Background: an optimization exercise with open tools, aiming at small area and a short achievable clock period. Do not read the settings as production practice. Function was checked by simulation only, so behaviour that the tests miss may differ from the original. No activity file was given, so power comes from the tool's default toggle rates.

--- flow/run.sh ---
#!/bin/bash
# synth_recipe.tcl (not shown) runs the flow's synth.tcl, then flattens the netlist and writes it again
# the make line also repeats each setting of config.mk as NAME=value (left out here)
make -C /OpenROAD-flow-scripts/flow DESIGN_CONFIG=/design/flow/config.mk WORK_HOME=/design/flow/orfs CLKGATE_MAP_FILE= SYNTH_SCRIPT=/design/flow/synth_recipe.tcl finish
--- flow/config.mk ---
export PLATFORM = sky130hd
export DESIGN_NAME = rv32i_cpu
export DESIGN_NICKNAME = rv32i_cpu
export VERILOG_FILES = /design/flow/design.v
export SDC_FILE = /design/flow/constraint.sdc
export NUM_CORES = 4
export LEC_CHECK = 0
export CAP_MARGIN = 20
export CORE_MARGIN = 2
export CORE_UTILIZATION = 40
export SETUP_SLACK_MARGIN = 0.2
export SLEW_MARGIN = 20
--- flow/constraint.sdc ---
create_clock -name core_clock -period 10.0 [get_ports {clk}]
set_input_delay 2.0000 -clock core_clock [delete_from_list [all_inputs] [get_ports {clk}]]
set_output_delay 2.0000 -clock core_clock [all_outputs]
set_load 0.01 [all_outputs]
--- flow/design.v ---
module rv32i_instr_decoder (
    input  wire [31:0] instr,
    output wire [6:0]  opcode,
    output wire [4:0]  rd,
    output wire [2:0]  funct3,
    output wire [4:0]  rs1,
    output wire [4:0]  rs2,
    output wire [6:0]  funct7
);
    assign opcode = instr[6:0];
    assign rd     = instr[11:7];
    assign funct3 = instr[14:12];
    assign rs1    = instr[19:15];
    assign rs2    = instr[24:20];
    assign funct7 = instr[31:25];
endmodule
module rv32i_imm_gen (
    input  wire [31:0] instr,
    input  wire [1:0]  imm_type,     
    output reg  [31:0] imm_out
);
    always @(*) begin
        case (imm_type)
            2'b00: begin  
                imm_out = {{20{instr[31]}}, instr[31:20]};  
            end
            2'b01: begin  
                imm_out = {{20{instr[31]}}, instr[31:25], instr[11:7]};  
            end
            2'b10: begin  
                imm_out = {{20{instr[31]}}, instr[7], instr[30:25], instr[11:8], 1'b0};  
            end
            2'b11: begin  
                imm_out = {{12{instr[31]}},instr[19:12],instr[20],instr[30:21], 1'b0};
            end
            default: begin
                imm_out = 32'b0;  
            end
        endcase
    end
endmodule
module rv32i_control (
    input  wire [6:0]  opcode,
    output reg        alu_src,      
    output reg        mem_read,     
    output reg        mem_write,    
    output reg [1:0]  mem_to_reg,   
    output reg        reg_write,    
    output reg        branch,       
    output reg        jump,         
    output reg        is_jalr,      
    output reg [1:0]  imm_type,     
    output reg [1:0]  alu_op_main   
);
always @(*) begin
    alu_src = 0;
    mem_read = 0;
    mem_write = 0;
    mem_to_reg = 0;
    reg_write = 0;
    branch = 0;
    jump = 0;
    is_jalr = 0;
    imm_type = 0;
    alu_op_main = 0;
    case(opcode)    
        7'b0110011:begin
            alu_src = 0;
            mem_read = 0;
            mem_write = 0;
            mem_to_reg = 2'b01;
            reg_write = 1;
            branch = 0;
            jump = 0;
            is_jalr = 0;
            imm_type = 2'b00;
            alu_op_main = 2'b01;
        end
        7'b0100011:begin
            alu_src = 1;
            mem_read = 0;
            mem_write = 1;
            mem_to_reg = 2'b00;
            reg_write = 0;
            branch = 0;
            jump = 0;
            is_jalr = 0;
            imm_type = 2'b01;
            alu_op_main = 2'b00;
        end
        7'b0010011:begin
            alu_src = 1;
            mem_read = 0;
            mem_write = 0;
            mem_to_reg = 2'b01;
            reg_write = 1;
            branch = 0;
            jump = 0;
            is_jalr = 0;
            imm_type = 2'b00;
            alu_op_main = 2'b01;
        end
        7'b0000011:begin
            alu_src = 1;
            mem_read = 1;
            mem_write = 0;
            mem_to_reg = 2'b00;
            reg_write = 1;
            branch = 0;
            jump = 0;
            is_jalr = 0;
            imm_type = 2'b00;
            alu_op_main = 2'b00;
        end
        7'b1100111:begin
            alu_src = 0;
            mem_read = 0;
            mem_write = 0;
            mem_to_reg = 2'b10;
            reg_write = 1;
            branch = 0;
            jump = 1;
            is_jalr = 1;
            imm_type = 2'b00;
            alu_op_main = 2'b00;
        end
        7'b1100011:begin
            alu_src = 1;
            mem_read = 0;
            mem_write = 0;
            mem_to_reg = 2'b00;  
            reg_write = 0;
            branch = 1;
            jump = 0;
            is_jalr = 0;
            imm_type = 2'b10;
            alu_op_main = 2'b11;
        end
        7'b1101111:begin   
            alu_src = 0;
            mem_read = 0;
            mem_write = 0;
            mem_to_reg = 2'b10;
            reg_write = 1;
            branch = 0;
            jump = 1;
            is_jalr = 0;
            imm_type = 2'b11;
            alu_op_main = 2'b10;
        end
    endcase
end
endmodule
module rv32i_alu_control (
    input  wire [1:0]  alu_op_main,    
    input  wire [2:0]  funct3,         
    input  wire [6:0]  funct7,         
    output reg  [3:0]  alu_op          
);
    localparam ALU_OP_MAIN_S  = 2'b00; 
    localparam ALU_OP_MAIN_RI = 2'b01;
    localparam ALU_OP_MAIN_B  = 2'b10;   
    localparam ALU_OP_MAIN_J  = 2'b11;   
    always @(*) begin
        case (alu_op_main)
            ALU_OP_MAIN_S: 
            begin
                alu_op = 4'd0;
            end
            ALU_OP_MAIN_RI: begin      
                case (funct3)
                    3'b000: begin   
                        alu_op = (funct7 == 7'b0100000) ? 4'd1 : 4'd0;
                    end                      
                    3'b001: begin
                        alu_op = 4'd5;
                    end
                    3'b010: begin
                        alu_op = 4'd8;
                    end
                    3'b100: begin
                        alu_op = 4'd4;
                    end
                    3'b101: begin  
                        alu_op = (funct7 == 7'b0100000) ? 4'd7 : 4'd6;
                    end
                    3'b110: begin
                        alu_op = 4'd3;
                    end
                    3'b111: begin
                        alu_op = 4'd2;
                    end
                    default: begin
                        alu_op = 4'd0;   
                    end
                endcase
            end
            ALU_OP_MAIN_B: begin
                alu_op = 4'd1;    
            end
            ALU_OP_MAIN_J: begin         
                alu_op = 4'd0;    
            end 
            default: begin
                alu_op = 4'd15;
            end
        endcase
    end
endmodule
module rv32i_alu_opb_mux (
    input  wire        alu_src,      
    input  wire [31:0] rs2_data,     
    input  wire [31:0] imm,          
    output wire [31:0] op_b          
);
    assign op_b = (alu_src == 1'b1) ? imm : rs2_data;
endmodule
module rv32i_alu (
    input  wire [31:0] op_a,        
    input  wire [31:0] op_b,        
    input  wire [3:0]  alu_op,      
    output reg  [31:0] result,
    output wire        zero,        
    output wire        eq,          
    output wire        lt,          
    output wire        ltu          
);
    always @(*) begin
        result = 32'b0;
        case(alu_op)
            4'd1: result = op_a - op_b;
            4'd0: result = op_a + op_b;
            4'd2: result = op_a & op_b;
            4'd3 : result = op_a | op_b;
            4'd4: result = op_a ^ op_b;
            4'd5: result = op_a << op_b[4:0];
            4'd6: result = op_a >> op_b[4:0];
            4'd7: result = $signed(op_a) >>> op_b[4:0];
            4'd8: result = ($signed(op_a) < $signed(op_b)) ? 1'b1 : 1'b0;
            4'd15: ;
        endcase
    end
    assign zero = (result == 32'b0);
    assign eq = (op_a == op_b);
    assign lt = $signed(op_a) < $signed(op_b);
    assign ltu = op_a < op_b;
endmodule
module rv32i_branch_unit (
    input  wire        branch,         
    input  wire        jump,           
    input  wire [2:0]  funct3,         
    input  wire [31:0] pc_current,
    input  wire [31:0] rs1_data,
    input  wire [31:0] rs2_data,
    input  wire [31:0] imm,            
    input  wire        is_jalr,        
    output reg  [31:0] pc_next,
    output wire        pc_taken        
);
    reg condition;
    wire [31:0] pc_target;
    assign pc_taken = (branch && condition) || jump; 
    always @(*) begin
        if (branch) begin
            case(funct3)
                3'b000: condition = rs1_data == rs2_data;  
                3'b001: condition = rs1_data != rs2_data;  
                3'b100: condition = $signed(rs1_data) < $signed(rs2_data);     
                3'b101: condition = $signed(rs1_data) >= $signed(rs2_data);    
                default: condition = 0;  
            endcase
        end
        else 
            condition = 0;
    end
    assign pc_target = is_jalr ? ((rs1_data + imm) & ~32'b1) : (pc_current + imm);
    always @(*) begin
        if (pc_taken)
            pc_next = pc_target;  
        else
            pc_next = pc_current + 32'd4;  
    end
endmodule
module rv32i_pc_reg (
    input  wire        clk,
    input  wire        rst_n,       
    input  wire [31:0] next_pc,
    output reg  [31:0] pc   
);
    always @(posedge clk, negedge rst_n) begin
        if (!rst_n)
            pc <= 32'b0;
        else
            pc <= next_pc;
    end
endmodule
module rv32i_reg_file (
    input  wire        clk,
    input  wire        rst_n,
    input  wire [4:0]  rs1_addr,
    input  wire [4:0]  rs2_addr,
    output reg [31:0] rs1_data,
    output reg [31:0] rs2_data,
    input  wire        rd_we,       
    input  wire [4:0]  rd_addr,
    input  wire [31:0] rd_data,
    input                  calc_start,   
    input      [31:0]      gcd_a,        
    input      [31:0]      gcd_b,        
    output reg [31:0]      gcd_result    
);
localparam REG_GCD_A      = 5'd28;
localparam REG_GCD_B      = 5'd29;
localparam REG_GCD_RESULT = 5'd10;
localparam REG_GCD_START  = 5'd31;
    wire [31:0] reg_file [0:31];  
    assign reg_file[0]  = 32'b0;
    assign reg_file[28] = 32'b0;
    assign reg_file[29] = 32'b0;
    assign reg_file[31] = 32'b0;
    genvar g;
    generate
        for (g = 1; g < 31; g = g + 1) begin : gen_reg
            if (g != REG_GCD_A && g != REG_GCD_B) begin : gen_store
                reg [31:0] q;
                always @(negedge rst_n or posedge clk) begin
                    if (!rst_n)
                        q <= 32'b0;
                    else if (rd_we && (rd_addr == g))
                        q <= rd_data;
                end
                assign reg_file[g] = q;
            end
        end
    endgenerate
    always @(negedge rst_n or posedge clk) begin
        if (!rst_n)
            gcd_result <= 32'b0;  
        else if (rd_we && (rd_addr == REG_GCD_RESULT))
            gcd_result <= rd_data;
    end
always @(*) begin
    if(rs1_addr == 5'b0) begin
        rs1_data = 32'b0;  
    end
    else if (rs1_addr == REG_GCD_A) begin
        rs1_data = gcd_a;
    end
    else if (rs1_addr == REG_GCD_B) begin
        rs1_data = gcd_b;
    end
    else if (rs1_addr == REG_GCD_START) begin
        rs1_data = {{31{1'b0}}, calc_start};
    end
    else begin
        rs1_data = reg_file[rs1_addr];
    end
end
always @(*) begin
    if(rs2_addr == 5'b0) begin
        rs2_data = 32'b0;
    end
    else if (rs2_addr == REG_GCD_A) begin
        rs2_data = gcd_a;
    end
    else if (rs2_addr == REG_GCD_B) begin
        rs2_data = gcd_b;
    end
    else if (rs2_addr == REG_GCD_START) begin
        rs2_data = {{31{1'b0}}, calc_start};
    end
    else begin
        rs2_data = reg_file[rs2_addr];
    end
end
endmodule
module rv32i_cpu (
    input  wire        clk,
    input  wire        rst_n,
    input  wire             calc_start,   
    input  wire [31:0]      gcd_a,        
    input  wire [31:0]      gcd_b,        
    output wire [31:0]      gcd_result,   
    output wire [31:0]      imem_addr,    
    input  wire [31:0]      imem_data     
);
wire        pc_taken;
wire [31:0] next_pc;
wire [31:0] pc;
wire [31:0] instr;
wire [6:0]  opcode;
wire [2:0]  funct3;
wire [6:0]  funct7;
wire [4:0]  rs1;
wire [4:0]  rs2;
wire [4:0]  rd;
wire [1:0]  imm_type;
wire [31:0] imm;
wire        alu_src;  
wire        mem_read;  
wire        mem_write; 
wire [1:0]  mem_to_reg;
wire        reg_write; 
wire        branch;    
wire        jump;      
wire        is_jalr;     
wire [1:0]  alu_op_main;
wire [31:0] rs1_data;
wire [31:0] rs2_data;
wire [3:0] alu_op;
wire [31:0] op_b;
wire [31:0] alu_result;
wire        zero;
wire        eq;
wire        lt;
wire        ltu;
wire [31:0] mem_read_data;
wire [31:0] rd_data;
assign rd_data = alu_result;
rv32i_pc_reg rv32i_pc_reg(
    .clk(clk),
    .rst_n(rst_n),
    .next_pc(next_pc),
    .pc(pc)
);
assign imem_addr = pc;
assign instr     = imem_data;
rv32i_instr_decoder rv32i_instr_decoder(
    .instr(instr),
    .opcode(opcode),
    .funct3(funct3),
    .funct7(funct7),
    .rs1(rs1),
    .rs2(rs2),
    .rd(rd)
);
rv32i_imm_gen rv32i_imm_gen(
    .instr(instr),
    .imm_type(imm_type),
    .imm_out(imm)
);
rv32i_control rv32i_control(
    .opcode(opcode),
    .alu_src(alu_src),
    .mem_read(mem_read),
    .mem_write(mem_write),
    .mem_to_reg(mem_to_reg),
    .reg_write(reg_write),
    .branch(branch),
    .jump(jump),
    .is_jalr(is_jalr),
    .imm_type(imm_type),
    .alu_op_main(alu_op_main)
);
rv32i_alu_control rv32i_alu_control(
    .alu_op_main(alu_op_main),
    .funct3(funct3),
    .funct7(funct7),
    .alu_op(alu_op)
);
rv32i_alu_opb_mux rv32i_alu_opb_mux(
    .alu_src(alu_src),
    .rs2_data(rs2_data),
    .imm(imm),
    .op_b(op_b)
);
rv32i_reg_file rv32i_reg_file(
    .clk(clk),
    .rst_n(rst_n),
    .rs1_addr(rs1),
    .rs2_addr(rs2),
    .rs1_data(rs1_data),
    .rs2_data(rs2_data),
    .rd_we(reg_write),
    .rd_addr(rd),
    .rd_data(rd_data),
    .calc_start            (calc_start),
    .gcd_a                 (gcd_a),
    .gcd_b                 (gcd_b),
    .gcd_result            (gcd_result)
);
rv32i_alu rv32i_alu(
    .op_a(rs1_data),
    .op_b(op_b),
    .alu_op(alu_op),
    .result(alu_result),
    .zero(zero),
    .eq(eq),
    .lt(lt),
    .ltu(ltu)
);
rv32i_branch_unit rv32i_branch_unit(
       .branch(branch),
       .jump(jump),
       .funct3(funct3),
       .pc_current(pc),
       .rs1_data(rs1_data),
       .rs2_data(rs2_data),
       .imm(imm),
       .is_jalr(is_jalr),
       .pc_next(next_pc),
       .pc_taken(pc_taken)
);
endmodule
==> impl_metrics.py <==
metrics = {
    "clocking": {
        "cts_max_level": 3,
        "cts_tree": "done",
        "clkLatencyLatePin_ps": 770,
        "path_clk_slew_ps": 60,
        "numCtsBuffers": 103,
        "root_buffer": "clkbuf_16",
        "clockBufferDepth": 3,
        "clock_sinks": 928,
    },
    "sta": {
        "drv_slew": 0,
        "setup_viol": 0,
        "period_needed_ps": 9630,
        "fmax_mhz": 103.8,
        "holdWs_ps": 483.5,
        "hold_violations": 0,
        "worst_slew_pin_slew_ps": 1277,
        "setup_ws_ps": 369.6,
        "skew_ps": 56.67,
        "slew_headroom_pct": 13.95,
        "finalCritPeriodShare_pct": 96.30,
        "grt_setup_unrepaired": "false",
    },
    "pwr": {
        "irDropWorstVdd_v": 0.0001197,
        "p_leak_nw": 30.29,
        "power_frac_seq_pct": 37.3,
        "p_sw_share_pct": 34.75,
        "p_sw_mw": 3.975,
        "p_clk_share_pct": 35.8,
        "internal_power_mw": 7.463,
        "power_density_nw_per_um2": 163.3,
        "p_comb_share_pct": 26.9,
    },
    "place": {
        "gp_congestion": 1.080,
        "dp_hpwl_mm": 246.9,
        "io_buffers": 162,
        "place_ws_ps": -240.8,
        "placed_area_um2": 66330,
    },
    "global_routing": {
        "grt_pass1_vias": 62103,
        "antenna_found_initial": 31,
        "grt_max_degree": 180,
        "grt_overflow": 0,
        "track_usage_pct": 45.64,
        "grt_first_pass_wirelength_mm": 491.7,
    },
    "setup_path": {
        "cp.depth": 28,
        "startpoint": "imem_data[16]",
        "cp-endpoint": "rv32i_reg_file.gen_reg[11].gen_store.q[18]",
        "r2r_slack_ps": 2670,
        "start_kind": "input port",
        "r2r_cells": 24,
        "slowest_stage": "nor2_4",
        "cpPeakStageDelay_ps": 770,
        "cp_max_fo": 28,
        "cp.required_ps": 10580,
        "end_kind": "register",
        "critPathKind": "in2reg",
        "regToRegEndpoint": "rv32i_reg_file.gen_reg[11].gen_store.q[18]",
        "r2r-start": "rv32i_reg_file.gen_reg[2].gen_store.q[7]",
        "arrival_ps": 10210,
        "crit_buf_inv": 7,
        "critical_path.top_delay_family": "compound AO/OA/AOI/OAI gates",
    },
    "synth": {
        "yosys_most_used_dff": "dfrtp_1",
        "synth.largest_area_cell": "dfrtp_1",
        "ys_top_cells_by_area": "dfrtp_1, a22oi_1, o21ai_0, a21oi_1, nand2_1",
        "synth.avg_cell_area_um2": 8.125,
        "synth.cell_area_um2": 59680,
        "yosysSeqAreaShare_pct": 38.91,
        "syn-num-nets": 7641,
        "yosys.area.top_type_share_pct": 38.91,
        "synth_cell_type_count": 96,
        "synth_edf_count": 0,
        "async_flop_share_pct": 100.0,
        "ys_ff_latch": 928,
        "synth_cells": 7346,
        "ys_warn_count": 7,
    },
    "min_path": {
        "hp-class": "reg2reg",
    },
    "cells_and_area": {
        "final_common_cell": "dfrtp_1",
        "final_cell_area_um2": 70060,
        "final_cell_mix": "dfrtp_1, nand2_1, a22oi_1, o21ai_0, a21oi_1",
        "syn_to_final_growth_pct": 17.39,
        "layout-drive-gt1-share_pct": 11.56,
        "nets": 7766,
    },
    "routing": {
        "antenna_left": 0,
        "drc": 0,
        "first_pass_iters": 12,
        "num_vias": 67518,
        "drt_iter0_markers": 11640,
        "wire_per_inst_um": 37.78,
        "via_per_inst": 7.108,
        "routed_wl_mm": 358.9,
    },
    "floorplan": {
        "die_w_um": 390.3,
        "dieHeight_um": 390.3,
        "initial_core_util_pct": 40.32,
        "die-area_um2": 152300,
        "io_pins": 163,
        "core_area_um2": 148000,
        "rows": 141,
    },
    "run_status": {
        "outcome": "no timing/DRC/antenna violations",
    },
    "flow_run": {
        "max_cap_violations": 0,
    },
}
tightest hold or removal path, cell delays in order, from the launching register on:
cell,delay [ps]
dfrtp_1,340
nand2_1,50
o21ai_0,60
power by group through the flow:
stage,sequential (mW),clock [mW],combinational [mW]
floorplan,4.24,0,1.66
global placement,4.32,0,2.93
detailed placement,4.32,0,2.95
CTS,4.25,4.11,2.96
global route,4.28,4.26,3.25
finish,4.27,4.09,3.08
worst min path at each step:
stage                                             startpoint                                        to  slack [ps]  cells after the start
floorplan           rv32i_reg_file.gen_reg[6].gen_store.q[2]  rv32i_reg_file.gen_reg[6].gen_store.q[2]         450                      2
global placement    rv32i_reg_file.gen_reg[6].gen_store.q[2]  rv32i_reg_file.gen_reg[6].gen_store.q[2]         460                      2
detailed placement  rv32i_reg_file.gen_reg[6].gen_store.q[2]  rv32i_reg_file.gen_reg[6].gen_store.q[2]         470                      2
CTS                 rv32i_reg_file.gen_reg[6].gen_store.q[2]  rv32i_reg_file.gen_reg[6].gen_store.q[2]         480                      2
global route        rv32i_reg_file.gen_reg[6].gen_store.q[2]  rv32i_reg_file.gen_reg[6].gen_store.q[2]         510                      2
finish              rv32i_reg_file.gen_reg[6].gen_store.q[2]  rv32i_reg_file.gen_reg[6].gen_store.q[2]         480                      2
sequential cells by signal (all words and copies together) (netlist names):
name and cells:
rv32i_reg_file.gcd_result 32, rv32i_reg_file.gen.gen_store.q 864, rv32i_pc_reg.pc 32
cells by family after synthesis:
| kind of cell | count (synthesis) | share of synthesized area [%] |
|---|---|---|
| AO/OA/AOI/OAI | 2838 | 30.67 |
| XOR/XNOR | 109 | 1.600 |
| adder cells (fa/ha/maj) | 197 | 4.176 |
| buffers and inverters | 754 | 5.042 |
| flip-flops | 928 | 38.91 |
| multiplexers | 29 | 0.5178 |
| AND/OR/NAND/NOR | 2491 | 19.09 |
cell usage after synthesis (103+ instances only):
cell type,number
a21oi_1,673
a22oi_1,695
and3_1,165
buf_2,103
clkbuf_1,456
dfrtp_1,928
ha_1,192
inv_1,125
nand2_1,861
nand3_1,241
nand4_1,153
nor2_1,703
nor3_1,127
o21ai_0,690
through the flow:
stage          total power [mW]  utilization [%]  setup TNS, ps  cells
6_report                  11.44            47.34              0   9499
5_1_grt                   11.80            47.31              0   9485
4_1_cts                   11.33            47.24              0   9477
3_5_place_dp              7.270            44.82         -17210   9291
3_3_place_gp              7.250            44.76          -9451   9288
2_1_floorplan             5.897                -              0   7346
routing by layer:
metal	GRT usage, %	vias up	part of all wire (%)
met1	55.56	32357	36
li1	-	27512	-
met2	65.65	5847	41
met4	34.14	18	9.5
met5	1.180	-	0.089
met3	16.74	1784	14
final cells by class:
class / count / area [um^2]
clock buffers: 140 / 2938
multi-input cells: 5664 / 34350
flip-flops and latches: 928 / 23220
fillers: 14478 / 77950
well taps: 1930 / 2415
inverters: 130 / 488.0
diodes: 17 / 42.54
clock inverters: 46 / 651.9
repair buffers: 644 / 5961
repair_timing:
action / CTS / global route
setup buffers: 0 / 2
endpoints found under the hold margin: 0 / 0
endpoints found under the setup margin: 0 / 3
hold buffers: 0 / 0
resized for setup: 0 / 1

-- re-timing with driven ports --
The results above use ideal ports. As a check the final layout listed here was re-extracted and re-timed, cells and wires unchanged.
Step 1: set_driving_cell puts a clkbuf_16 on clk and a buf_2 on each other input, an assumption about the parent block.
Step 2, shift: input delay + t, output delay - t, t = (earliest + latest rising clock arrival at the registers) / 2. This alone moves slack from input paths to output paths.
a / b / c = ideal / step 1 / step 2; a / b = the first two.
t, ns: 0.818
setup slack, ns: 0.370 / 0.424 / -0.393
worst setup path after step 2: input to register
worst register clock-pin slew, ns: 0.07 / 0.07
pins driven straight from the clock port: 1
With both steps, setup timing fails in this run, where it was met with ideal ports. The setup slack of this run moves by +0.054 ns with the drivers and by -0.763 ns with both steps.
